Context: an optimization exercise on an open-source flow, tuned for a short achievable clock period and few clock cycles. The choices shown serve that exercise and are no tape-out recipe. Where RTL was checked, it was by simulation tests only, not by an equivalence proof against the original. For runs 2 and 3, only the layout was checked, not whether the RTL still works. The flow treats the clock pin as an ideal source, which a real chip does not have. No activity file was given, so power comes from the tool's default toggle rates.

==> design.v <==
module rv32i_core (
    input  logic Rst,
    input  logic Clk,
    output logic [31:0] imem_addr,
    input  logic [31:0] imem_rdata,
    output logic        dmem_re,
    output logic        dmem_we,
    output logic [1:0]  dmem_size,
    output logic [31:0] dmem_addr,
    output logic [31:0] dmem_wdata,
    input  logic [31:0] dmem_rdata,
    output logic        retire_valid,
    output logic [31:0] retire_pc,
    output logic        retire_we,
    output logic [4:0]  retire_rd,
    output logic [31:0] retire_wdata
);
    localparam int BN   = 8;             
    localparam int TH   = 15;            
    localparam int TW   = TH - 1;
    localparam int GH   = 15;            
    localparam int LW   = 6;             
    localparam logic [LW-1:0] LMAX = '1;
    logic        stall, redirect;
    logic [31:0] pc_f, pcx_f, ia_f;
    logic        first, firstb;
    logic        v_d;
    logic [31:0] ir_d, pc_d;
    logic        pt_d;
    logic [GH:2] ptgt_d;
    logic [31:0] imm_d, timm_d;
    logic        v_e;
    logic [31:0] pc_e, pc4_e, tgt_e;
    logic [GH:2] ptgt_e;
    logic        pt_e;
    logic [31:0] a_e, b_e, sd_e;
    logic        fa_e, fb_e, fs_e, nf_e;
    logic        fan_e, fbn_e;       
    logic        sub_e, sra_e;
    logic        s_add_e, s_sll_e, s_slt_e, s_sltu_e, s_xor_e, s_srx_e, s_or_e, s_and_e, s_link_e;
    logic        is_br_e, is_jalr_e, is_ld_e, is_st_e, is_ctl_e, we_e;
    logic        c_eq_e, c_lt_e, c_ltu_e, c_inv_e;
    logic        force_tk_e, m_nt_e, sk_e;
    logic [4:0]  rd_e;
    logic [2:0]  f3_e;
    logic        v_m, re_m, st_m, we_m, is_ld_m, upd_m, tk_m, rdr_m, skill_m;
    logic [31:0] pc_m, res_m, reswn_m, addr_m, sd_m, tgt_m, rpn_m, rptn_m;
    logic        jalr_m;
    logic [4:0]  rd_m;
    logic        lb_m, lh_m, ls_m;
    logic [1:0]  sz_m;
    logic        ret_v, ret_we;
    logic [31:0] ret_pc, ret_wd;
    logic [4:0]  ret_rd;
    logic [BN-1:0] btb_v;
    logic [TW-1:0] btb_tag [BN];
    logic [GH:2]   btb_tgt [BN];
    logic [1:0]    btb_ctr [BN];
    logic [LW-1:0] btb_it [BN];
    logic [LW-1:0] btb_trip [BN];
    logic [BN-1:0] btb_cf;
    logic [BN-1:0] btb_p;
    logic [BN-1:0] fm;
    logic          f_hit;
    logic [GH:2]   f_tgt;
    logic [31:0]   pc_f4, pc_next;
    always_comb begin
        f_tgt = '0;
        for (int i = 0; i < BN; i++) begin
            fm[i] = btb_v[i] && (btb_tag[i] == pc_f[TH:2]);
            f_tgt = f_tgt | ({(GH-1){fm[i]}} & btb_tgt[i]);
        end
    end
    assign f_hit = |(fm & btb_p);
    assign pc_f4 = pc_f + 32'd4;
    logic [31:0] pc_slow;
    always_comb begin
        if (rdr_m)      pc_slow = !tk_m ? rpn_m : jalr_m ? ~rptn_m : tgt_m;
        else if (stall) pc_slow = pc_f;
        else if (f_hit) pc_slow = {pc_f[31:GH+1], f_tgt, 2'b00};
        else            pc_slow = pc_f4;
    end
    logic fred_t, fred_n, fred;
    always_comb begin
        if (fred_t)      pc_next = tgt_e;
        else if (fred_n) pc_next = pc4_e;
        else             pc_next = pc_slow;
    end
    always_ff @(posedge Clk or posedge Rst) begin
        if (Rst) first <= 1'b1;
        else     first <= 1'b0;
    end
    always_ff @(posedge Clk or posedge Rst) begin
        if (Rst) firstb <= 1'b0;
        else     firstb <= 1'b1;
    end
    always_ff @(posedge Clk) begin
        ia_f  <= first ? 32'd0 : pc_next;
        pcx_f <= firstb ? pc_next : 32'd0;
    end
    assign pc_f      = pcx_f;
    assign imem_addr = ia_f;
    always_ff @(posedge Clk or posedge Rst) begin
        if (Rst) v_d <= 1'b0;
        else     v_d <= !rdr_m && !fred && !first && (stall ? v_d : 1'b1);
    end
    logic [31:0] pre_imm, pre_timm;
    logic [31:0] q;
    assign q = imem_rdata;
    always_comb begin
        if (q[6:2] == 5'b01000)                            pre_imm = {{20{q[31]}}, q[31:25], q[11:7]};
        else if (q[6:2] == 5'b01101 || q[6:2] == 5'b00101) pre_imm = {q[31:12], 12'b0};
        else                                               pre_imm = {{20{q[31]}}, q[31:20]};
        if (q[6:2] == 5'b11011) pre_timm = {{11{q[31]}}, q[31], q[19:12], q[20], q[30:21], 1'b0};
        else                    pre_timm = {{19{q[31]}}, q[31], q[7], q[30:25], q[11:8], 1'b0};
    end
    always_ff @(posedge Clk) begin
        if (!stall) begin
            ir_d   <= imem_rdata;
            pc_d   <= pc_f;
            pt_d   <= f_hit;
            ptgt_d <= f_tgt;
            imm_d  <= pre_imm;
            timm_d <= pre_timm;
        end
    end
    logic [4:0] op;
    logic [4:0] rd, rs1, rs2;
    logic [2:0] f3;
    logic       i30;
    assign op  = ir_d[6:2];
    assign rd  = ir_d[11:7];
    assign f3  = ir_d[14:12];
    assign rs1 = ir_d[19:15];
    assign rs2 = ir_d[24:20];
    assign i30 = ir_d[30];
    logic is_lui, is_auipc, is_jal, is_jalr, is_br, is_ld, is_st, is_alui, is_alur;
    assign is_lui   = (op == 5'b01101);
    assign is_auipc = (op == 5'b00101);
    assign is_jal   = (op == 5'b11011);
    assign is_jalr  = (op == 5'b11001);
    assign is_br    = (op == 5'b11000);
    assign is_ld    = (op == 5'b00000);
    assign is_st    = (op == 5'b01000);
    assign is_alui  = (op == 5'b00100);
    assign is_alur  = (op == 5'b01100);
    logic writes, use1, use2, use_imm;
    assign writes  = (is_lui | is_auipc | is_jal | is_jalr | is_ld | is_alui | is_alur) && (rd != 5'd0);
    assign use1    = is_jalr | is_br | is_ld | is_st | is_alui | is_alur;
    assign use2    = is_br | is_st | is_alur;
    assign use_imm = ~(is_br | is_alur);
    logic [31:0] imm;
    assign imm = imm_d;
    logic [31:0] rf [32];
    logic [31:0] rv;
    logic [31:0] rf1, rf2, r1, r2;
    assign rf1 = rv[rs1] ? rf[rs1] : 32'd0;
    assign rf2 = rv[rs2] ? rf[rs2] : 32'd0;
    logic [31:0] ld, mv;
    assign mv = is_ld_m ? ld : ~reswn_m;
    always_ff @(posedge Clk) begin
        if (v_m && we_m) rf[rd_m] <= mv;
    end
    always_ff @(posedge Clk or posedge Rst) begin
        if (Rst)              rv <= 32'd0;
        else if (v_m && we_m) rv[rd_m] <= 1'b1;
    end
    logic h1e, h1m, h2e, h2m;
    assign h1e = v_e && !skill_m && we_e && (rd_e == rs1);
    assign h1m = v_m && we_m && (rd_m == rs1);
    assign h2e = v_e && !skill_m && we_e && (rd_e == rs2);
    assign h2m = v_m && we_m && (rd_m == rs2);
    assign r1 = h1m ? mv : rf1;
    assign r2 = h2m ? mv : rf2;
    assign stall = v_d && v_e && is_ld_e && ((use1 && h1e) || (use2 && h2e));
    logic [31:0] tgt_d;
    assign tgt_d  = pc_d + timm_d;
    always_ff @(posedge Clk or posedge Rst) begin
        if (Rst) v_e <= 1'b0;
        else     v_e <= v_d && !stall && !rdr_m && !fred && !fkill;
    end
    always_ff @(posedge Clk) begin
        pc_e   <= pc_d;
        pc4_e  <= pc_d + 32'd4;
        tgt_e  <= tgt_d;
        rd_e   <= rd;
        f3_e   <= f3;
        we_e   <= writes;
        is_br_e   <= is_br;
        is_jalr_e <= is_jalr;
        is_ld_e   <= is_ld;
        is_st_e   <= is_st;
        is_ctl_e  <= is_br | is_jal;
        a_e  <= (use1 && h1e) ? 32'd0 : is_auipc ? pc_d : is_lui ? 32'd0 : r1;
        fa_e <= use1 && h1e;
        fan_e <= !(use1 && h1e);
        nf_e <= !(use1 && h1e) && !(!use_imm && h2e) && !is_jalr;
        b_e  <= use_imm ? imm : h2e ? 32'd0 : r2;
        fb_e <= !use_imm && h2e;
        fbn_e <= !(!use_imm && h2e);
        sd_e <= h2e ? 32'd0 : r2;
        fs_e <= is_st && h2e;
        sub_e    <= (is_alur && f3 == 3'b000 && i30);
        sra_e    <= i30;
        s_add_e  <= !(is_alui | is_alur | is_jal | is_jalr) || ((is_alui | is_alur) && f3 == 3'b000);
        s_sll_e  <= (is_alui | is_alur) && f3 == 3'b001;
        s_slt_e  <= (is_alui | is_alur) && f3 == 3'b010;
        s_sltu_e <= (is_alui | is_alur) && f3 == 3'b011;
        s_xor_e  <= (is_alui | is_alur) && f3 == 3'b100;
        s_srx_e  <= (is_alui | is_alur) && f3 == 3'b101;
        s_or_e   <= (is_alui | is_alur) && f3 == 3'b110;
        s_and_e  <= (is_alui | is_alur) && f3 == 3'b111;
        s_link_e <= is_jal | is_jalr;
        c_eq_e  <= (f3[2] == 1'b0);
        c_lt_e  <= (f3[2:1] == 2'b10);
        c_ltu_e <= (f3[2:1] == 2'b11);
        c_inv_e <= f3[0];
        force_tk_e <= is_jal | is_jalr;
        m_nt_e     <= pt_d;
        sk_e       <= is_br && !pt_d && (timm_d == 32'd8);
        pt_e       <= pt_d && !is_jalr;
        ptgt_e     <= ptgt_d;
    end
    logic [31:0] a, b, sd;
    assign a  = ({32{fa_e}} & res_m) | a_e;
    assign b  = ({32{fb_e}} & res_m) | b_e;
    assign sd = ({32{fs_e}} & res_m) | sd_e;
    logic [32:0] sum33;
    logic [31:0] sum;
    logic [31:0] aa, ba;
    assign aa    = ({32{!fan_e}} & res_m) | a_e;
    assign ba    = ({32{!fbn_e}} & res_m) | b_e;
    assign sum33 = {aa, 1'b1} + {ba ^ {32{sub_e}}, sub_e};
    assign sum   = sum33[32:1];
    logic eqf, ltf, ltuf;
    assign eqf  = (a_e == b_e);
    assign ltf  = ($signed(a_e) < $signed(b_e));
    assign ltuf = (a_e < b_e);
    logic eq10, lt10, ltu10, eq01, lt01, ltu01;
    assign eq10  = (res_m == b_e);
    assign lt10  = ($signed(res_m) < $signed(b_e));
    assign ltu10 = (res_m < b_e);
    assign eq01  = (a_e == res_m);
    assign lt01  = ($signed(a_e) < $signed(res_m));
    assign ltu01 = (a_e < res_m);
    logic c00, c10, c01, c11;
    assign c00 = !fa_e && !fb_e;
    assign c10 =  fa_e && !fb_e;
    assign c01 = !fa_e &&  fb_e;
    assign c11 =  fa_e &&  fb_e;
    logic eq, lt, ltu;
    assign eq  = (c00 & eqf)  | (c10 & eq10)  | (c01 & eq01) | c11;
    assign lt  = (c00 & ltf)  | (c10 & lt10)  | (c01 & lt01);
    assign ltu = (c00 & ltuf) | (c10 & ltu10) | (c01 & ltu01);
    logic [31:0] sll, srx;
    logic [32:0] sr33;
    assign sll  = a << b[4:0];
    assign sr33 = $signed({sra_e & a[31], a}) >>> b[4:0];
    assign srx  = sr33[31:0];
    logic [31:0] alu;
    assign alu = ({32{s_add_e}}  & sum)
               | ({32{s_sll_e}}  & sll)
               | ({32{s_slt_e}}  & {31'd0, lt})
               | ({32{s_sltu_e}} & {31'd0, ltu})
               | ({32{s_xor_e}}  & (a ^ b))
               | ({32{s_srx_e}}  & srx)
               | ({32{s_or_e}}   & (a | b))
               | ({32{s_and_e}}  & (a & b))
               | ({32{s_link_e}} & pc4_e);
    logic taken;
    assign taken = is_br_e ? (((c_eq_e & eq) | (c_lt_e & lt) | (c_ltu_e & ltu)) ^ c_inv_e) : force_tk_e;
    logic ve, skp, tgt_ok, red_t, red_n;
    assign ve       = v_e && !rdr_m && !skill_m;
    assign skp      = sk_e && v_d && !pt_d;
    assign tgt_ok   = pt_e && (tgt_e == {pc_e[31:GH+1], ptgt_e, 2'b00});
    assign red_t    = ve && !tgt_ok && !skp;
    assign red_n    = ve && m_nt_e;
    assign redirect = !nf_e && (taken ? red_t : red_n);
    logic takenf;
    assign takenf = is_br_e ? (((c_eq_e & eqf) | (c_lt_e & ltf) | (c_ltu_e & ltuf)) ^ c_inv_e) : force_tk_e;
    assign fred_t = nf_e && takenf && red_t;
    assign fred_n = nf_e && !takenf && red_n;
    assign fred   = fred_t || fred_n;
    logic fkill, skill;
    assign fkill  = nf_e && takenf && ve && skp;
    assign skill  = !nf_e && taken && ve && skp;
    always_ff @(posedge Clk or posedge Rst) begin
        if (Rst) begin
            rdr_m <= 1'b0;
            skill_m <= 1'b0;
            v_m   <= 1'b0;
            re_m  <= 1'b0;
            st_m  <= 1'b0;
        end else begin
            rdr_m <= redirect;
            skill_m <= skill;
            v_m   <= ve;
            re_m  <= ve && is_ld_e;
            st_m  <= ve && is_st_e;
        end
    end
    always_ff @(posedge Clk) begin
        jalr_m  <= is_jalr_e;
        rptn_m  <= ~sum;     
        rpn_m   <= pc4_e;
        pc_m    <= pc_e;
        we_m    <= we_e;
        rd_m    <= rd_e;
        lb_m    <= (f3_e[1:0] == 2'b00);
        lh_m    <= (f3_e[1:0] == 2'b01);
        ls_m    <= !f3_e[2];
        sz_m    <= f3_e[1:0];
        is_ld_m <= is_ld_e;
        res_m   <= alu;
        reswn_m <= ~alu;
        addr_m  <= sum;
        sd_m    <= sd;
        tgt_m   <= tgt_e;
        upd_m   <= ve && is_ctl_e;
        tk_m    <= taken;
    end
    assign dmem_re    = re_m;
    assign dmem_we    = st_m;
    assign dmem_size  = sz_m;
    assign dmem_addr  = addr_m;
    assign dmem_wdata = sd_m;
    always_comb begin
        ld[7:0] = dmem_rdata[7:0];
        if (lb_m)      ld[15:8] = {8{dmem_rdata[7] & ls_m}};
        else           ld[15:8] = dmem_rdata[15:8];
        if (lb_m)      ld[31:16] = {16{dmem_rdata[7] & ls_m}};
        else if (lh_m) ld[31:16] = {16{dmem_rdata[15] & ls_m}};
        else           ld[31:16] = dmem_rdata[31:16];
    end
    logic [BN-1:0] mm;
    logic          m_hit;
    always_comb begin
        for (int i = 0; i < BN; i++) mm[i] = btb_v[i] && (btb_tag[i] == pc_m[TH:2]);
    end
    assign m_hit = |mm;
    logic [1:0]    c_old, c_new;
    logic [LW-1:0] it_old, tr_old, it_new, tr_new;
    logic          cf_new;
    logic cf_old;
    always_comb begin
        c_old = '0; it_old = '0; tr_old = '0; cf_old = 1'b0;
        for (int i = 0; i < BN; i++) begin
            c_old  = c_old  | ({2{mm[i]}} & btb_ctr[i]);
            it_old = it_old | ({LW{mm[i]}} & btb_it[i]);
            tr_old = tr_old | ({LW{mm[i]}} & btb_trip[i]);
            cf_old = cf_old | (mm[i] & btb_cf[i]);
        end
    end
    always_comb begin
        if (!m_hit) begin
            c_new  = 2'b10;
            it_new = 1;
            tr_new = '0;
            cf_new = 1'b0;
        end else if (tk_m) begin
            c_new  = (c_old == 2'b11) ? c_old : c_old + 2'b01;
            it_new = (it_old == LMAX) ? it_old : it_old + 1'b1;
            tr_new = tr_old;
            cf_new = cf_old;
        end else begin
            c_new  = (c_old == 2'b00) ? c_old : c_old - 2'b01;
            it_new = '0;
            tr_new = it_old;
            cf_new = (it_old == tr_old) && (it_old != LMAX);
        end
    end
    logic          bw_en, bw_tk, bw_new, bw_cf;
    logic [BN-1:0] bw_sel;
    logic [BN-1:0] rr;              
    logic [1:0]    bw_c;
    logic [LW-1:0] bw_it, bw_tr;
    logic [GH:2]   bw_tgt;
    logic [TW-1:0] bw_tag;
    always_ff @(posedge Clk or posedge Rst) begin
        if (Rst) bw_en <= 1'b0;
        else     bw_en <= upd_m && (m_hit || tk_m);
    end
    always_ff @(posedge Clk) begin
        bw_tk  <= tk_m;
        bw_new <= !m_hit;
        bw_sel <= m_hit ? mm : rr;
        bw_c   <= c_new;
        bw_it  <= it_new;
        bw_tr  <= tr_new;
        bw_cf  <= cf_new;
        bw_tgt <= tgt_m[GH:2];
    end
    always_ff @(posedge Clk) begin
        if (upd_m) bw_tag <= pc_m[TH:2];
    end
    always_ff @(posedge Clk or posedge Rst) begin
        if (Rst) begin
            btb_v <= '0;
            rr    <= 1;
        end else if (bw_en && bw_tk) begin
            btb_v <= btb_v | bw_sel;
            if (bw_new) rr <= {rr[BN-2:0], rr[BN-1]};
        end
    end
    always_ff @(posedge Clk) begin
        for (int i = 0; i < BN; i++) begin
            if (bw_en && bw_sel[i]) begin
                btb_ctr[i]  <= bw_c;
                btb_it[i]   <= bw_it;
                btb_trip[i] <= bw_tr;
                btb_cf[i]   <= bw_cf;
                btb_p[i]    <= bw_c[1] && !(bw_cf && bw_it == bw_tr);
                if (bw_tk)  btb_tgt[i] <= bw_tgt;
                if (bw_new) btb_tag[i] <= bw_tag;
            end
        end
    end
    always_ff @(posedge Clk or posedge Rst) begin
        if (Rst) ret_v <= 1'b0;
        else     ret_v <= v_m;
    end
    always_ff @(posedge Clk) begin
        ret_pc <= pc_m;
        ret_we <= we_m;
        ret_rd <= rd_m;
        ret_wd <= mv;
    end
    assign retire_valid = ret_v;
    assign retire_pc    = ret_pc;
    assign retire_we    = ret_we;
    assign retire_rd    = ret_rd;
    assign retire_wdata = ret_wd;
endmodule
==> flow/run.sh <==
#!/bin/bash
set -euo pipefail
export MOVE_PATTERNS='ret_* st_m* re_m* sz_m* sd_m*'
export EXTRA_MARGINS='8.0 8.5 8.5'
bash standard.sh SETUP_SLACK_MARGIN=8.5 TNS_END_PERCENT=100 MATCH_CELL_FOOTPRINT=0 \
  POST_RESIZE_TCL=$PWD/flow/post_rsz.tcl POST_CTS_TCL=$PWD/flow/post_cts_rep.tcl \
  finish > standard_flow.log 2>&1
==> flow/post_cts_rep.tcl <==
# More rounds of setup repair after clock tree synthesis, aiming at rising
# margins.
foreach m $::env(EXTRA_MARGINS) {
  repair_timing -setup -setup_margin $m -repair_tns 100 -verbose
  detailed_placement
  estimate_parasitics -placement
}
report_worst_slack -max
==> flow/post_rsz.tcl <==
# Move each flip-flop that drives only an output port's buffer, and whose name
# matches one of MOVE_PATTERNS, next to that buffer (detailed placement then
# legalizes it).
set block [ord::get_db_block]
set moved 0
foreach port [get_ports -filter "direction == output"] {
  set pnet [get_nets [get_full_name $port]]
  foreach drv [get_pins -of_objects $pnet -filter "direction == output"] {
    set buf [get_cells -of_objects $drv]
    set bin [get_pins -of_objects $buf -filter "direction == input"]
    set inet [get_nets -of_objects $bin]
    if {[llength [get_pins -of_objects $inet]] != 2} { continue }
    foreach d2 [get_pins -of_objects $inet -filter "direction == output"] {
      set ff [get_cells -of_objects $d2]
      if {[llength [get_pins -of_objects $ff -filter "name == CLK"]] != 1} { continue }
      set name [get_full_name $ff]
      set hit 0
      foreach pat $::env(MOVE_PATTERNS) { if {[string match $pat $name]} { set hit 1 } }
      if {!$hit} { continue }
      set bi [sta::sta_to_db_inst $buf]
      set fi [sta::sta_to_db_inst $ff]
      lassign [$bi getLocation] x y
      $fi setLocation $x $y
      incr moved
    }
  }
}
puts "post_rsz: moved $moved output flip-flops next to their port buffers"
estimate_parasitics -placement
==> standard.sh <==
#!/bin/bash
# synth_recipe.tcl (not shown) runs the flow's synth.tcl, then flattens the netlist and writes it again
# the make line also repeats each setting of config.mk as NAME=value (left out here)
make -C /OpenROAD-flow-scripts/flow DESIGN_CONFIG=/design/flow/config.mk WORK_HOME=/design/flow/orfs CLKGATE_MAP_FILE= SYNTH_SCRIPT=/design/flow/synth_recipe.tcl "${@:-finish}"
==> config.mk <==
export PLATFORM = sky130hd
export DESIGN_NAME = rv32i_core
export DESIGN_NICKNAME = rv32i_core
export VERILOG_FILES = /design/flow/design.v
export SDC_FILE = /design/flow/constraint.sdc
export NUM_CORES = 8
export LEC_CHECK = 0
export ABC_CLOCK_PERIOD_IN_PS = 3500
export CAP_MARGIN = 30
export CORE_MARGIN = 2
export CORE_UTILIZATION = 40
export GPL_TIMING_DRIVEN = 1
export SLEW_MARGIN = 20
==> constraint.sdc <==
create_clock -name core_clock -period 12.0 [get_ports {Clk}]
set_input_delay 2.4000 -clock core_clock [delete_from_list [all_inputs] [get_ports {Clk}]]
set_output_delay 2.4000 -clock core_clock [all_outputs]
set_load 0.01 [all_outputs]
==> results of run 1 <==
==> cell usage in the layout (no fill, tap or decap), types with 29 or more instances in the layout <==
cell / count
clkbuf_16: 256
clkdlybuf4s50_1: 61
dfrtp_1: 56
inv_1: 229
and2_1: 40
buf_12: 31
xor2_1: 61
o21ai_0: 164
a221oi_1: 37
clkbuf_1: 49
ha_1: 196
o21bai_1: 39
dfxtp_1: 518
edfxtp_1: 1511
nand3_1: 131
mux2i_1: 138
a22o_1: 29
nor2_1: 262
dfxtp_2: 152
a21o_1: 136
o31ai_1: 41
nor3_1: 104
a21oi_2: 60
a21oi_4: 47
buf_6: 137
buf_4: 223
and3_1: 54
xnor2_1: 334
clkinv_2: 43
nand4_1: 125
nand2_1: 345
mux4_2: 661
a22oi_1: 95
buf_2: 78
mux2_2: 31
nor2_4: 56
nand2b_1: 32
o211ai_1: 76
a21oi_1: 242
==> final timing paths <==
kind | slack [ps] | cells past startpoint | end
worst max register to register | 8300 | 16 | reswn_m[31]
worst min register to register | 250 | 0 | ret_pc[29]
min in group asynchronous | 1890 | 3 | rr[6]
worst min-delay path | 250 | 0 | ret_pc[29]
max in group asynchronous | 9390 | 4 | rv[3]
worst max-delay path | 8230 | 1 | imem_addr[27]
==> registers in the layout, summed over array words and instances (netlist names), 32 cells and up, named ones only <==
name / flops
a_e: 32
addr_m: 32
b_e: 32
btb_it: 48
btb_tag: 112
btb_tgt: 112
btb_trip: 48
ia_f: 32
pc_d: 32
pcx_f: 32
res_m: 32
reswn_m: 32
ret_pc: 32
ret_wd: 32
rf: 1024
rpn_m: 32
rptn_m: 32
rv: 32
sd_e: 32
sd_m: 32
tgt_e: 32
==> per-stage QoR <==
stage	instance area (um2)	utilization, %	cells	setup slack [ps]
final	123000	48.4	11200	8230
after global routing	123000	48.4	11200	8180
after detailed placement	109000	43.0	10500	6810
after global placement	109000	43.0	10500	6890
after floorplan	103000	-	7177	8360
==> layout make-up <==
class | count | area share (%)
sequential | 2261 | 49.5
multi-input combinational | 4233 | 34.9
clock buffer | 317 | 5.31
timing repair buffer | 584 | 4.78
tap | 3366 | 3.42
clock inverter | 128 | 1.22
inverter | 273 | 0.909
antenna | 13 | 0.0264
timing repair inverter | 1 | 0.00609
==> metal layers <==
| layer | share of wire, % | GRT usage (%) | up-vias |
|---|---|---|---|
| li1 | - | - | 28800 |
| met1 | 39 | 36.7 | 35600 |
| met2 | 47 | 44.1 | 3693 |
| met3 | 8.8 | 4.88 | 765 |
| met4 | 5.4 | 12.9 | 0 |
| met5 | 0 | 0 | - |
==> kinds of logic after synthesis <==
family / share of synthesized area, %
AOI/OAI and AO/OA: 8.64
xor gates and xnor gates: 3.58
adders and majority gates: 2.84
buffers and inverters: 2.66
DFF: 59.2
muxes: 16.4
other: 0.00732
and+or+nand+nor: 6.70
==> power breakdown <==
group	total, mW	switching, mW	internal [mW]
Combinational	2.78	1.71	1.06
Sequential	9.30	0.416	8.88
Clock	7.51	3.24	4.27
Total	19.6	5.37	14.2
==> results.ini, run 1 <==
[clock_network]
cts_sinks=2261
clk_latency_ps=920
path_clk_slew_ps=60
cts_tree=built

[floorplan]
fp.dieW_um=510
dieArea_um2=260000
die_h_um=510
start_util_pct=40.3
fp-row-count=185
ioPinCount=237
core_area_um2=254000

[sta]
fmax_mhz=265
worst_slew_pin_slew_ps=1090
fin_crit_sh_pct=31.4
min_period_ps=3770
tns_ps=0
setup_viol=0
rsz0062_at_grt=yes
final-hold-violation-count=0
slew_headroom_pct=27.0
holdWs_ps=251
clock_skew_ps=109
maxSlewViolCount=0

[synth]
syn_area_per_cell_um2=14.3
ys_types=99
syn_inst=7177
async_flop_share_pct=2.61
synth_top_cell_by_area=edfxtp_1
synth.most_common_cell=edfxtp_1
ys_seq_elements=2261
syn-num-nets=7474
yosys_warnings=6
synthTopCellsByCount=edfxtp_1 (1511), dfxtp_1 (691), mux4_2 (661)
ys_top_cells_by_area=edfxtp_1 (44%), mux4_2 (15%), dfxtp_1 (13%)
syn_area_um2=103000
synth-edff-count=1511
synth-main-ff-cell=edfxtp_1
synth_top_area_share_pct=44.3
yosysSeqAreaShare_pct=59.2

[finish]
nets=7883
fillCellCount=21700
multiInputGateArea_um2=43000
seqCellArea_um2=61000
areaGrowthSynthToFinish_pct=20.2
drive_gt1_share_pct=29.9

[detailed_routing]
drtIter0Drc=8408
wl_per_cell_um=32.9
drt-pass1-iter-count=6
viasPerCell=6.16
routed_wl_mm=368
vias=68900
drc=0
drtAntennaViolNets=0

[global_routing]
grt_usage_pct=27.6
antenna_found_initial=38
grt_pass1_wl_mm=509
grt_max_degree=75
grt_overflow=0
grt_pass1_vias=67400

[critical_path]
cp-start-kind=flop
crit_fanout=1
crit_required_ps=9600
r2r_start=fbn_e
critPathBufInv=1
worstSetupStartpoint=ia_f[27]
crit_chain=buf_2
cp_slowest_stage_delay_ps=320
crit_arrival_ps=1370
crit_family=flip-flops
crit_type=flop to primary output
cp_slowest_cell=dfxtp_1
crit_path_end_kind=primary output

[place]
gp_congestion=0.956
dp_hpwl_mm=229
port_buffers=234

[pwr]
power_density_nw_per_um2=159
ir_drop_v=0.000169
leakage_nw=43.8
design_power_total_mw=19.6

[worst_hold_path]
min_from=pc_m[29]
hp-class=flop to flop

[flow_run]
maxCapViolations=0

[run_status]
status=complete, no violations

Testbench counts, summed over its fixed seeds: cycles 838,294.
==> run 2, diff against run 1 <==
--- a/design.v
+++ b/design.v
@@ -34,6 +34,7 @@
     logic [GH:2] ptgt_e;
     logic        pt_e;
     logic [31:0] a_e, b_e, sd_e;
+    logic [31:0] im_e;               
     logic        fa_e, fb_e, fs_e, nf_e;
     logic        fan_e, fbn_e;       
     logic        sub_e, sra_e;
@@ -196,6 +197,7 @@
         fan_e <= !(use1 && h1e);
         nf_e <= !(use1 && h1e) && !(!use_imm && h2e) && !is_jalr;
         b_e  <= use_imm ? imm : h2e ? 32'd0 : r2;
+        im_e <= imm;
         fb_e <= !use_imm && h2e;
         fbn_e <= !(!use_imm && h2e);
         sd_e <= h2e ? 32'd0 : r2;
@@ -232,6 +234,8 @@
     assign ba    = ({32{!fbn_e}} & res_m) | b_e;
     assign sum33 = {aa, 1'b1} + {ba ^ {32{sub_e}}, sub_e};
     assign sum   = sum33[32:1];
+    logic [31:0] asum;
+    assign asum  = aa + im_e;
     logic eqf, ltf, ltuf;
     assign eqf  = (a_e == b_e);
     assign ltf  = ($signed(a_e) < $signed(b_e));
@@ -301,7 +305,7 @@
     end
     always_ff @(posedge Clk) begin
         jalr_m  <= is_jalr_e;
-        rptn_m  <= ~sum;     
+        rptn_m  <= ~asum;    
         rpn_m   <= pc4_e;
         pc_m    <= pc_e;
         we_m    <= we_e;
@@ -313,7 +317,7 @@
         is_ld_m <= is_ld_e;
         res_m   <= alu;
         reswn_m <= ~alu;
-        addr_m  <= sum;
+        addr_m  <= asum;
         sd_m    <= sd;
         tgt_m   <= tgt_e;
         upd_m   <= ve && is_ctl_e;
==> results.ini, run 2 <==
[global_routing]
antenna_found_initial=41  ; was 38
grt_max_degree=133  ; was 75
grt_pass1_vias=67800  ; was 67400
grt_usage_pct=27.4  ; was 27.6%
grt_pass1_wl_mm=512  ; was 509 mm
grt_overflow=0  ; unchanged

[synth]
synth-edff-count=1511  ; unchanged
synth-compound-area-share_pct=8.54  ; was 8.64%
syn_inst=7285  ; was 7177
ys_seq_elements=2293  ; was 2261
ys_top_cells_by_area=edfxtp_1 (44%), mux4_2 (14%), dfxtp_1 (14%)  ; was edfxtp_1 (44%), mux4_2 (15%), dfxtp_1 (13%)
synth_mux_area_share_pct=16.1  ; was 16.4%
synthAdderAreaFrac_pct=3.19  ; was 2.84%
synth_top_family_by_area=multiplexers  ; unchanged
syn_area_um2=104000  ; was 103000 um2
yosysSeqAreaShare_pct=59.2  ; about the same
syn-num-nets=7613  ; was 7474
yosys_warnings=6  ; unchanged
synth-main-ff-cell=edfxtp_1  ; unchanged
synth.most_common_cell=edfxtp_1  ; unchanged
synth_top_area_share_pct=43.8  ; was 44.3%
synthSimpleGateAreaFrac_pct=6.50  ; was 6.70%
synthTopCellsByCount=edfxtp_1 (1511), dfxtp_1 (723), mux4_2 (660)  ; was edfxtp_1 (1511), dfxtp_1 (691), mux4_2 (661)
synth_top_cell_by_area=edfxtp_1  ; unchanged
syn_area_per_cell_um2=14.2  ; was 14.3 um2
ys_types=97  ; was 99
async_flop_share_pct=2.57  ; was 2.61%
synthXorXnorAreaFrac_pct=3.90  ; was 3.58%

[critical_path]
crit_path_end_kind=primary output  ; unchanged
crit_type=flop to primary output  ; unchanged
r2r_end=ia_f[3]  ; was reswn_m[31]
cp-start-kind=flop  ; unchanged
crit_chain=buf_6  ; was buf_2
worstSetupStartpoint=ia_f[13]  ; was ia_f[27]
crit_family=flip-flops  ; unchanged
crit_fanout=1  ; unchanged
cp_slowest_cell=dfxtp_4  ; was dfxtp_1
r2r_start=b_e[25]  ; was fbn_e
reg2reg_depth=15  ; was 16
crit_required_ps=9600  ; about the same
reg2reg_slack_ps=8220  ; was 8300 ps
crit_arrival_ps=1410  ; was 1370 ps
critPathBufInv=1  ; unchanged
cp_slowest_stage_delay_ps=390  ; was 320 ps
cp.depth=1  ; unchanged
critPathCapture=imem_addr[13]  ; was imem_addr[27]

[place]
port_buffers=234  ; unchanged
gp_congestion=0.965  ; was 0.956
dp_slack_ps=6480  ; was 6810 ps
dp_hpwl_mm=234  ; was 229 mm

[pwr]
power_density_nw_per_um2=160  ; was 159 nW/um2
ir_drop_v=0.000169  ; about the same
p_int_mw=14.6  ; was 14.2 mW
seq_power_share_pct=47.1  ; was 47.5%
pwr-share-comb_pct=14.0  ; was 14.2%
leakage_nw=45.5  ; was 43.8 nW
sw_frac_of_total_pct=27.2  ; was 27.4%
power.share.clock_pct=38.9  ; was 38.3%
p_switching_mw=5.45  ; was 5.37 mW

[clock_network]
cts_tree=built  ; unchanged
cts_sinks=2293  ; was 2261
clk_latency_ps=920  ; about the same
path_clk_slew_ps=60  ; about the same

[sta]
slew_headroom_pct=28.8  ; was 27.0%
maxSlewViolCount=0  ; unchanged
tns_ps=0  ; unchanged
worst_slew_pin_slew_ps=1070  ; was 1090 ps
fin_crit_sh_pct=31.7  ; was 31.4%
setup_ws_ps=8190  ; was 8230 ps
final-hold-violation-count=0  ; unchanged
rsz0062_at_grt=yes  ; unchanged
min_period_ps=3810  ; was 3770 ps
setup_viol=0  ; unchanged
clock_skew_ps=113  ; was 109 ps
fmax_mhz=263  ; was 265 MHz

[finish]
largest_register_ffs=1024  ; unchanged
final_cell_mix=edfxtp_1 (1511), mux4_2 (660), dfxtp_1 (539), xnor2_1 (374), nand2_1 (372)  ; was edfxtp_1 (1511), mux4_2 (661), dfxtp_1 (518), nand2_1 (345), xnor2_1 (334)
areaGrowthSynthToFinish_pct=21.0  ; was 20.2%
top_regs=rf (1024), btb_tag (112), btb_tgt (112)  ; unchanged
nets=8076  ; was 7883
fillCellCount=21800  ; was 21700
final_util_pct=48.7  ; was 48.4%
layout_commonest_cell=edfxtp_1  ; unchanged
drive_gt1_share_pct=30.2  ; was 29.9%
regMostFlops=rf  ; unchanged

[detailed_routing]
wl_per_cell_um=32.6  ; was 32.9 um
drtAntennaViolNets=0  ; unchanged
drtIter0Drc=8711  ; was 8408
viasPerCell=6.10  ; was 6.16
vias=69400  ; was 68900
drt-pass1-iter-count=6  ; unchanged
routed_wl_mm=371  ; was 368 mm
drc=0  ; unchanged

[worst_hold_path]
hold_depth=0  ; unchanged
hp-class=flop to flop  ; unchanged

[floorplan]
die_h_um=513  ; was 510 um
ioPinCount=237  ; unchanged
fp-row-count=186  ; was 185
fp.dieW_um=513  ; was 510 um
dieArea_um2=263000  ; was 260000 um2
start_util_pct=40.3  ; about the same
core_area_um2=257000  ; was 254000 um2

[flow_run]
maxCapViolations=0  ; unchanged

[run_status]
status=complete, no violations  ; unchanged

## run 2: changes by cell type in the layout (fill, tap and decap cells not counted), moves of 25 or more
cell / previous run / this run
nor2_1: 262 / 321
ha_1: 196 / 221
nand3_1: 131 / 98
nand2_1: 345 / 372
xnor2_1: 334 / 374
a21o_1: 136 / 168
nand4_1: 125 / 91
buf_4: 223 / 249
o21ai_0: 164 / 198
dfxtp_2: 152 / 126
dfxtp_4: 21 / 58
## run 2: how the worst min path moves through the flow
stage               slack (ps)       from  endpoint
floorplan                  310  is_jalr_e    jalr_m
global placement           310  is_jalr_e    jalr_m
detailed placement         310   pc_e[10]  pc_m[10]
global route               300    pc_e[6]   pc_m[6]
finish                     280    pc_e[6]   pc_m[6]
## run 2: layout make-up
| cell class | count | area (um2) | area share (%) |
|---|---|---|---|
| Sequential cell | 2293 | 61700 | 49.2 |
| Antenna cell | 29 | 72.6 | 0.0579 |
| Clock buffer | 312 | 6730 | 5.37 |
| Clock inverter | 141 | 1730 | 1.38 |
| Timing Repair Buffer | 625 | 6320 | 5.05 |
| Tap cell | 3384 | 4230 | 3.38 |
| Inverter | 283 | 1190 | 0.949 |
| Timing Repair inverter | 1 | 11.3 | 0.00898 |
| Multi-Input combinational cell | 4308 | 43400 | 34.6 |
## run 2: power groups by stage
stage	Clock (mW)	Sequential (mW)	Combinational, mW
final	7.80	9.43	2.80
after floorplan	0	9.33	1.43
after detailed placement	0	9.52	2.44
after global placement	0	9.53	2.39
after global routing	8.19	9.44	2.97
## run 2: per-stage QoR
| step | cell area (um2) | power (mW) | hold WS, ps | std cells |
|---|---|---|---|---|
| detailed placement | 111000 | 12.0 | 312 | 10600 |
| finish | 125000 | 20.0 | 283 | 11400 |
| floorplan | 104000 | 10.8 | 310 | 7285 |
| global route | 125000 | 20.6 | 296 | 11400 |
| global placement | 110000 | 11.9 | 310 | 10600 |
## run 2: kinds of logic (layout without fill, tap and decap cells)
kind of cell             after synthesis  after routing
buffers and inverters                701           1362
multiplexers                         833            833
flip-flops                          2293           2293
AO/OA/AOI/OAI                       1331           1348
adder cells (fa/ha/maj)              263            263
AND/OR/NAND/NOR                     1401           1401
XOR/XNOR                             461            461
other                                  2             31
## run 2: per-layer routing
layer,part of all wire [%],global-route usage (%),up-vias
li1,-,-,29100
met1,39,36.2,35800
met2,47,43.7,3666
met3,8.5,4.53,747
met4,5.8,14.1,6
met5,0.012,0,-
==> run 3, diff against run 2 <==
--- a/design.v
+++ b/design.v
@@ -34,18 +34,18 @@
     logic [GH:2] ptgt_e;
     logic        pt_e;
     logic [31:0] a_e, b_e, sd_e;
-    logic [31:0] im_e;               
     logic        fa_e, fb_e, fs_e, nf_e;
-    logic        fan_e, fbn_e;       
+    logic        sel00_e, sel10_e, sel01_e, sel11_e;
+    logic [31:0] bs_e;
     logic        sub_e, sra_e;
     logic        s_add_e, s_sll_e, s_slt_e, s_sltu_e, s_xor_e, s_srx_e, s_or_e, s_and_e, s_link_e;
     logic        is_br_e, is_jalr_e, is_ld_e, is_st_e, is_ctl_e, we_e;
     logic        c_eq_e, c_lt_e, c_ltu_e, c_inv_e;
-    logic        force_tk_e, m_nt_e, sk_e;
+    logic        force_tk_e, m_nt_e;
     logic [4:0]  rd_e;
     logic [2:0]  f3_e;
-    logic        v_m, re_m, st_m, we_m, is_ld_m, upd_m, tk_m, rdr_m, skill_m;
-    logic [31:0] pc_m, res_m, reswn_m, addr_m, sd_m, tgt_m, rpn_m, rptn_m;
+    logic        v_m, re_m, st_m, we_m, is_ld_m, upd_m, tk_m, rdr_m;
+    logic [31:0] pc_m, res_m, addr_m, sd_m, tgt_m, rpn_m, rpt_m;
     logic        jalr_m;
     logic [4:0]  rd_m;
     logic        lb_m, lh_m, ls_m;
@@ -76,7 +76,7 @@
     assign pc_f4 = pc_f + 32'd4;
     logic [31:0] pc_slow;
     always_comb begin
-        if (rdr_m)      pc_slow = !tk_m ? rpn_m : jalr_m ? ~rptn_m : tgt_m;
+        if (rdr_m)      pc_slow = !tk_m ? rpn_m : jalr_m ? rpt_m : tgt_m;
         else if (stall) pc_slow = pc_f;
         else if (f_hit) pc_slow = {pc_f[31:GH+1], f_tgt, 2'b00};
         else            pc_slow = pc_f4;
@@ -158,7 +158,7 @@
     assign rf1 = rv[rs1] ? rf[rs1] : 32'd0;
     assign rf2 = rv[rs2] ? rf[rs2] : 32'd0;
     logic [31:0] ld, mv;
-    assign mv = is_ld_m ? ld : ~reswn_m;
+    assign mv = is_ld_m ? ld : res_m;
     always_ff @(posedge Clk) begin
         if (v_m && we_m) rf[rd_m] <= mv;
     end
@@ -167,9 +167,9 @@
         else if (v_m && we_m) rv[rd_m] <= 1'b1;
     end
     logic h1e, h1m, h2e, h2m;
-    assign h1e = v_e && !skill_m && we_e && (rd_e == rs1);
+    assign h1e = v_e && we_e && (rd_e == rs1);
     assign h1m = v_m && we_m && (rd_m == rs1);
-    assign h2e = v_e && !skill_m && we_e && (rd_e == rs2);
+    assign h2e = v_e && we_e && (rd_e == rs2);
     assign h2m = v_m && we_m && (rd_m == rs2);
     assign r1 = h1m ? mv : rf1;
     assign r2 = h2m ? mv : rf2;
@@ -178,7 +178,7 @@
     assign tgt_d  = pc_d + timm_d;
     always_ff @(posedge Clk or posedge Rst) begin
         if (Rst) v_e <= 1'b0;
-        else     v_e <= v_d && !stall && !rdr_m && !fred && !fkill;
+        else     v_e <= v_d && !stall && !rdr_m && !fred;
     end
     always_ff @(posedge Clk) begin
         pc_e   <= pc_d;
@@ -194,12 +194,14 @@
         is_ctl_e  <= is_br | is_jal;
         a_e  <= (use1 && h1e) ? 32'd0 : is_auipc ? pc_d : is_lui ? 32'd0 : r1;
         fa_e <= use1 && h1e;
-        fan_e <= !(use1 && h1e);
         nf_e <= !(use1 && h1e) && !(!use_imm && h2e) && !is_jalr;
         b_e  <= use_imm ? imm : h2e ? 32'd0 : r2;
-        im_e <= imm;
         fb_e <= !use_imm && h2e;
-        fbn_e <= !(!use_imm && h2e);
+        bs_e <= (use_imm ? imm : h2e ? 32'd0 : r2) ^ {32{is_alur && f3 == 3'b000 && i30}};
+        sel00_e <= !(use1 && h1e) && !(!use_imm && h2e);
+        sel10_e <=  (use1 && h1e) && !(!use_imm && h2e);
+        sel01_e <= !(use1 && h1e) &&  (!use_imm && h2e);
+        sel11_e <=  (use1 && h1e) &&  (!use_imm && h2e);
         sd_e <= h2e ? 32'd0 : r2;
         fs_e <= is_st && h2e;
         sub_e    <= (is_alur && f3 == 3'b000 && i30);
@@ -219,7 +221,6 @@
         c_inv_e <= f3[0];
         force_tk_e <= is_jal | is_jalr;
         m_nt_e     <= pt_d;
-        sk_e       <= is_br && !pt_d && (timm_d == 32'd8);
         pt_e       <= pt_d && !is_jalr;
         ptgt_e     <= ptgt_d;
     end
@@ -227,19 +228,20 @@
     assign a  = ({32{fa_e}} & res_m) | a_e;
     assign b  = ({32{fb_e}} & res_m) | b_e;
     assign sd = ({32{fs_e}} & res_m) | sd_e;
-    logic [32:0] sum33;
-    logic [31:0] sum;
-    logic [31:0] aa, ba;
-    assign aa    = ({32{!fan_e}} & res_m) | a_e;
-    assign ba    = ({32{!fbn_e}} & res_m) | b_e;
-    assign sum33 = {aa, 1'b1} + {ba ^ {32{sub_e}}, sub_e};
-    assign sum   = sum33[32:1];
-    logic [31:0] asum;
-    assign asum  = aa + im_e;
     logic eqf, ltf, ltuf;
     assign eqf  = (a_e == b_e);
     assign ltf  = ($signed(a_e) < $signed(b_e));
     assign ltuf = (a_e < b_e);
+    logic [31:0] rx;
+    logic [32:0] s00, s10, s01, s11;
+    logic [31:0] sum;
+    assign rx  = res_m ^ {32{sub_e}};
+    assign s00 = {a_e,   1'b1} + {bs_e, sub_e};
+    assign s10 = {res_m, 1'b1} + {bs_e, sub_e};
+    assign s01 = {a_e,   1'b1} + {rx,   sub_e};
+    assign s11 = {res_m, 1'b1} + {rx,   sub_e};
+    assign sum = ({32{sel00_e}} & s00[32:1]) | ({32{sel10_e}} & s10[32:1])
+               | ({32{sel01_e}} & s01[32:1]) | ({32{sel11_e}} & s11[32:1]);
     logic eq10, lt10, ltu10, eq01, lt01, ltu01;
     assign eq10  = (res_m == b_e);
     assign lt10  = ($signed(res_m) < $signed(b_e));
@@ -247,15 +249,10 @@
     assign eq01  = (a_e == res_m);
     assign lt01  = ($signed(a_e) < $signed(res_m));
     assign ltu01 = (a_e < res_m);
-    logic c00, c10, c01, c11;
-    assign c00 = !fa_e && !fb_e;
-    assign c10 =  fa_e && !fb_e;
-    assign c01 = !fa_e &&  fb_e;
-    assign c11 =  fa_e &&  fb_e;
     logic eq, lt, ltu;
-    assign eq  = (c00 & eqf)  | (c10 & eq10)  | (c01 & eq01) | c11;
-    assign lt  = (c00 & ltf)  | (c10 & lt10)  | (c01 & lt01);
-    assign ltu = (c00 & ltuf) | (c10 & ltu10) | (c01 & ltu01);
+    assign eq  = (sel00_e & eqf)  | (sel10_e & eq10)  | (sel01_e & eq01) | sel11_e;
+    assign lt  = (sel00_e & ltf)  | (sel10_e & lt10)  | (sel01_e & lt01);
+    assign ltu = (sel00_e & ltuf) | (sel10_e & ltu10) | (sel01_e & ltu01);
     logic [31:0] sll, srx;
     logic [32:0] sr33;
     assign sll  = a << b[4:0];
@@ -273,11 +270,10 @@
                | ({32{s_link_e}} & pc4_e);
     logic taken;
     assign taken = is_br_e ? (((c_eq_e & eq) | (c_lt_e & lt) | (c_ltu_e & ltu)) ^ c_inv_e) : force_tk_e;
-    logic ve, skp, tgt_ok, red_t, red_n;
-    assign ve       = v_e && !rdr_m && !skill_m;
-    assign skp      = sk_e && v_d && !pt_d;
+    logic ve, tgt_ok, red_t, red_n;
+    assign ve       = v_e && !rdr_m;
     assign tgt_ok   = pt_e && (tgt_e == {pc_e[31:GH+1], ptgt_e, 2'b00});
-    assign red_t    = ve && !tgt_ok && !skp;
+    assign red_t    = ve && !tgt_ok;
     assign red_n    = ve && m_nt_e;
     assign redirect = !nf_e && (taken ? red_t : red_n);
     logic takenf;
@@ -285,19 +281,14 @@
     assign fred_t = nf_e && takenf && red_t;
     assign fred_n = nf_e && !takenf && red_n;
     assign fred   = fred_t || fred_n;
-    logic fkill, skill;
-    assign fkill  = nf_e && takenf && ve && skp;
-    assign skill  = !nf_e && taken && ve && skp;
     always_ff @(posedge Clk or posedge Rst) begin
         if (Rst) begin
             rdr_m <= 1'b0;
-            skill_m <= 1'b0;
             v_m   <= 1'b0;
             re_m  <= 1'b0;
             st_m  <= 1'b0;
         end else begin
             rdr_m <= redirect;
-            skill_m <= skill;
             v_m   <= ve;
             re_m  <= ve && is_ld_e;
             st_m  <= ve && is_st_e;
@@ -305,7 +296,7 @@
     end
     always_ff @(posedge Clk) begin
         jalr_m  <= is_jalr_e;
-        rptn_m  <= ~asum;    
+        if (is_jalr_e) rpt_m <= sum;
         rpn_m   <= pc4_e;
         pc_m    <= pc_e;
         we_m    <= we_e;
@@ -316,8 +307,7 @@
         sz_m    <= f3_e[1:0];
         is_ld_m <= is_ld_e;
         res_m   <= alu;
-        reswn_m <= ~alu;
-        addr_m  <= asum;
+        addr_m  <= sum;
         sd_m    <= sd;
         tgt_m   <= tgt_e;
         upd_m   <= ve && is_ctl_e;
==> flow/run.sh (replaced) <==
#!/bin/bash
set -euo pipefail
export MOVE_PATTERNS='ret_* st_m* re_m* sz_m* sd_m*'
bash standard.sh SETUP_SLACK_MARGIN=8.5 TNS_END_PERCENT=100 MATCH_CELL_FOOTPRINT=0 \
  POST_RESIZE_TCL=$PWD/flow/post_rsz.tcl finish > standard_flow.log 2>&1
removed: flow/post_cts_rep.tcl
==> results.ini, run 3 <==
[run_status]
status=complete, no violations  ; unchanged

[floorplan]
start_util_pct=40.3  ; about the same
fp-row-count=189  ; was 186
dieArea_um2=272000  ; was 263000 um2
core_area_um2=266000  ; was 257000 um2
fp.dieW_um=521  ; was 513 um
die_h_um=521  ; was 513 um
ioPinCount=237  ; unchanged

[detailed_routing]
vias=74100  ; was 69400
viasPerCell=6.17  ; was 6.10
drt-pass1-iter-count=9  ; was 6
drc=0  ; unchanged
drtAntennaViolNets=0  ; unchanged
routed_wl_mm=395  ; was 371 mm
wl_per_cell_um=32.9  ; was 32.6 um
drtIter0Drc=9458  ; was 8711

[synth]
synthTopCellsByCount=edfxtp_1 (1543), mux4_2 (661), dfxtp_1 (660)  ; was edfxtp_1 (1511), dfxtp_1 (723), mux4_2 (660)
async_flop_share_pct=2.57  ; about the same
syn_area_um2=107000  ; was 104000 um2
yosys_warnings=6  ; unchanged
synth-edff-count=1543  ; was 1511
syn_area_per_cell_um2=13.9  ; was 14.2 um2
syn_inst=7687  ; was 7285
ys_types=109  ; was 97
synth-main-ff-cell=edfxtp_1  ; unchanged
yosysSeqAreaShare_pct=57.0  ; was 59.2%
synth_top_area_share_pct=43.3  ; was 43.8%
syn-num-nets=8078  ; was 7613
synth.most_common_cell=edfxtp_1  ; unchanged
ys_seq_elements=2261  ; was 2293
ys_top_cells_by_area=edfxtp_1 (43%), mux4_2 (14%), dfxtp_1 (12%)  ; was edfxtp_1 (44%), mux4_2 (14%), dfxtp_1 (14%)
synth_top_cell_by_area=edfxtp_1  ; unchanged

[worst_hold_path]
min_to=ret_pc[29]  ; was pc_m[6]
hp-class=flop to flop  ; unchanged
hold_depth=0  ; unchanged
min_from=pc_m[29]  ; was pc_e[6]

[critical_path]
worstSetupStartpoint=sub_e  ; was ia_f[13]
r2r_end=res_m[16]  ; was ia_f[3]
crit_type=flop to flop  ; was flop to primary output
crit_fanout=11  ; was 1
reg2reg_slack_ps=8110  ; was 8220 ps
cp-start-kind=flop  ; unchanged
crit_arrival_ps=4660  ; was 1410 ps
crit_path_end_kind=flop  ; was primary output
reg2reg_depth=17  ; was 15
r2r_start=sub_e  ; was b_e[25]
crit_required_ps=12770  ; was 9600 ps

[place]
dp_hpwl_mm=246  ; was 234 mm
gp_congestion=0.977  ; was 0.965
dp.cells=11200  ; was 10600
placed_area_um2=114000  ; was 111000 um2
dp_slack_ps=6830  ; was 6480 ps
port_buffers=234  ; unchanged

[clock_network]
cts_sinks=2261  ; was 2293
path_clk_slew_ps=70  ; was 60 ps
cts_tree=built  ; unchanged
root_buffer=clkbuf_16
clk_path_buf_depth=4
cts_made_buffers=238
h-tree-depth=4
clk_latency_ps=940  ; was 920 ps

[sta]
tns_ps=0  ; unchanged
clock_skew_ps=60.4  ; was 113 ps
rsz0062_at_grt=yes  ; unchanged
setup_viol=0  ; unchanged
setup_ws_ps=8110  ; was 8190 ps
fin_crit_sh_pct=32.4  ; was 31.7%
final-hold-violation-count=0  ; unchanged
worst_slew_pin_slew_ps=1200  ; was 1070 ps
maxSlewViolCount=0  ; unchanged
min_period_ps=3890  ; was 3810 ps
fmax_mhz=257  ; was 263 MHz
slew_headroom_pct=19.8  ; was 28.8%

[global_routing]
grt_pass1_wl_mm=542  ; was 512 mm
antenna_found_initial=46  ; was 41
grt_usage_pct=27.9  ; was 27.4%
grt_overflow=0  ; unchanged
grt_max_degree=67  ; was 133
grt_pass1_vias=72200  ; was 67800

[finish]
areaGrowthSynthToFinish_pct=21.4  ; was 21.0%
postLayoutCellArea_um2=130000  ; was 125000 um2
final_cell_mix=edfxtp_1 (1543), mux4_2 (661), dfxtp_1 (478), nand2_1 (453), xnor2_1 (389)  ; was edfxtp_1 (1511), mux4_2 (660), dfxtp_1 (539), xnor2_1 (374), nand2_1 (372)
top_regs=rf (1024), btb_tag (112), btb_tgt (112)  ; unchanged
finalNonFillerCells=12000  ; was 11400
layout_commonest_cell=edfxtp_1  ; unchanged
fillCellCount=22700  ; was 21800
nets=8650  ; was 8076
regMostFlops=rf  ; unchanged
drive_gt1_share_pct=30.6  ; was 30.2%
largest_register_ffs=1024  ; unchanged

[pwr]
power_density_nw_per_um2=162  ; was 160 nW/um2
ir_drop_v=0.000149  ; was 0.000169 V
leakage_nw=47.1  ; was 45.5 nW

[flow_run]
maxCapViolations=0  ; unchanged

==> run 3: cell types whose count changed after synthesis, moves of 32 or more <==
cell,previous run,this run
ha_1,260,322
buf_2,39,74
xor2_1,70,144
nand2_1,385,472
inv_1,278,227
edfxtp_1,1511,1543
dfxtp_1,723,660
==> run 3: critical path, cell delays in order (launching register included) <==
cell        delay (ps)
dfxtp_4            360
clkinvlp_4          90
buf_12             160
ha_4               300
inv_1               40
ha_1               290
or2_2              300
a21o_1             200
o211ai_1           120
o211ai_1           250
buf_4              210
buf_4              130
a21o_1             180
a21oi_2            140
xnor2_1            100
a211oi_1           210
o211ai_1           240
a221o_1            390
==> run 3: cells by family after synthesis <==
logic type               count (synthesis)  share of synthesized area (%)
AO/OA/AOI/OAI                         1455                           9.22
other                                    2                        0.00702
AND/OR/NAND/NOR                       1565                           7.10
buffers and inverters                  692                           2.71
XOR/XNOR                               546                           4.48
adder cells (fa/ha/maj)                326                           3.83
multiplexers                           840                           15.6
flip-flops                            2261                           57.0
==> run 3: how the worst max path moves through the flow <==
stage / end / slack [ps] / cells after the start
after floorplan: bs_e[31] / 8340 / 7
after global placement: bs_e[23] / 6810 / 9
after detailed placement: bs_e[23] / 6830 / 9
after CTS: dmem_we / 8120 / 1
after global routing: res_m[26] / 7990 / 17
final: res_m[16] / 8110 / 17
==> run 3: stage by stage <==
| step | utilization, % | hold WS, ps | power (mW) |
|---|---|---|---|
| final | 48.9 | 325 | 21.1 |
| after global routing | 48.9 | 327 | 21.7 |
| after CTS | 47.5 | 324 | 20.8 |
| after detailed placement | 43.1 | 312 | 12.6 |
| after global placement | 43.0 | 314 | 12.5 |
| after floorplan | - | 310 | 11.2 |
==> run 3: where the power goes <==
part | switching, mW | internal (mW) | total (mW) | leakage [nW]
combinational | 2.32 | 1.56 | 3.89 | 22.2
clock | 3.26 | 4.66 | 7.92 | 4.18
sequential | 0.403 | 8.85 | 9.25 | 20.7
total | 5.99 | 15.1 | 21.1 | 47.1
==> run 3: what timing repair did <==
item | in CTS | in global routing
pin swaps | 82 | 119
resized for setup | 1077 | 432
hold buffers | 0 | 0
gates cloned | 32 | 20
setup endpoints to repair | 544 | 532
buffers inserted | 146 | 164
==> run 3: cell type report <==
type	instances	area, um2	area share, %
Antenna cell	15	37.5	0.0289
Timing Repair Buffer	760	7460	5.75
Clock inverter	128	1530	1.18
Inverter	232	922	0.710
Sequential cell	2261	61400	47.3
Tap cell	3533	4420	3.41
Clock buffer	321	6950	5.35
Multi-Input combinational cell	4766	47100	36.3
==> run 3: routing by layer <==
metal	routed length (um)	global-route usage [%]	share of wire (%)
met5	101	0	0.026
met4	23800	14.8	6.0
met3	39000	5.98	9.9
met2	183000	43.9	46
met1	150000	36.2	38

-- separate check: timing with driven ports --
Ports are ideal in the flow. The routed layouts listed here were re-timed in OpenROAD.
Step 1 assumes that a clkbuf_16 drives the clock port and a buf_2 every other input.
Step 2 moves the port delays by t, midway between the first and last clock arrival at a register: inputs arrive t later, outputs are due t later. That takes back most of the time a late clock gives input paths.
Three values: ideal ports, drivers, drivers and shift; two values: the first two.
run | t, ns | setup WS [ns] | worst setup path at the end | cell pins on the clock port's net
run 1 | 0.964 | 8.228 / 8.145 / 7.520 | input to register | 1
run 2 | 0.960 | 8.191 / 8.098 / 7.554 | input to register | 1
run 3 | 1.003 | 8.106 / 8.072 / 7.498 | input to register | 1
After both steps setup and hold are still met in every run listed. For run 1, which loses most, drivers alone change the setup slack by -0.083 ns; drivers and shift together by -0.708 ns.
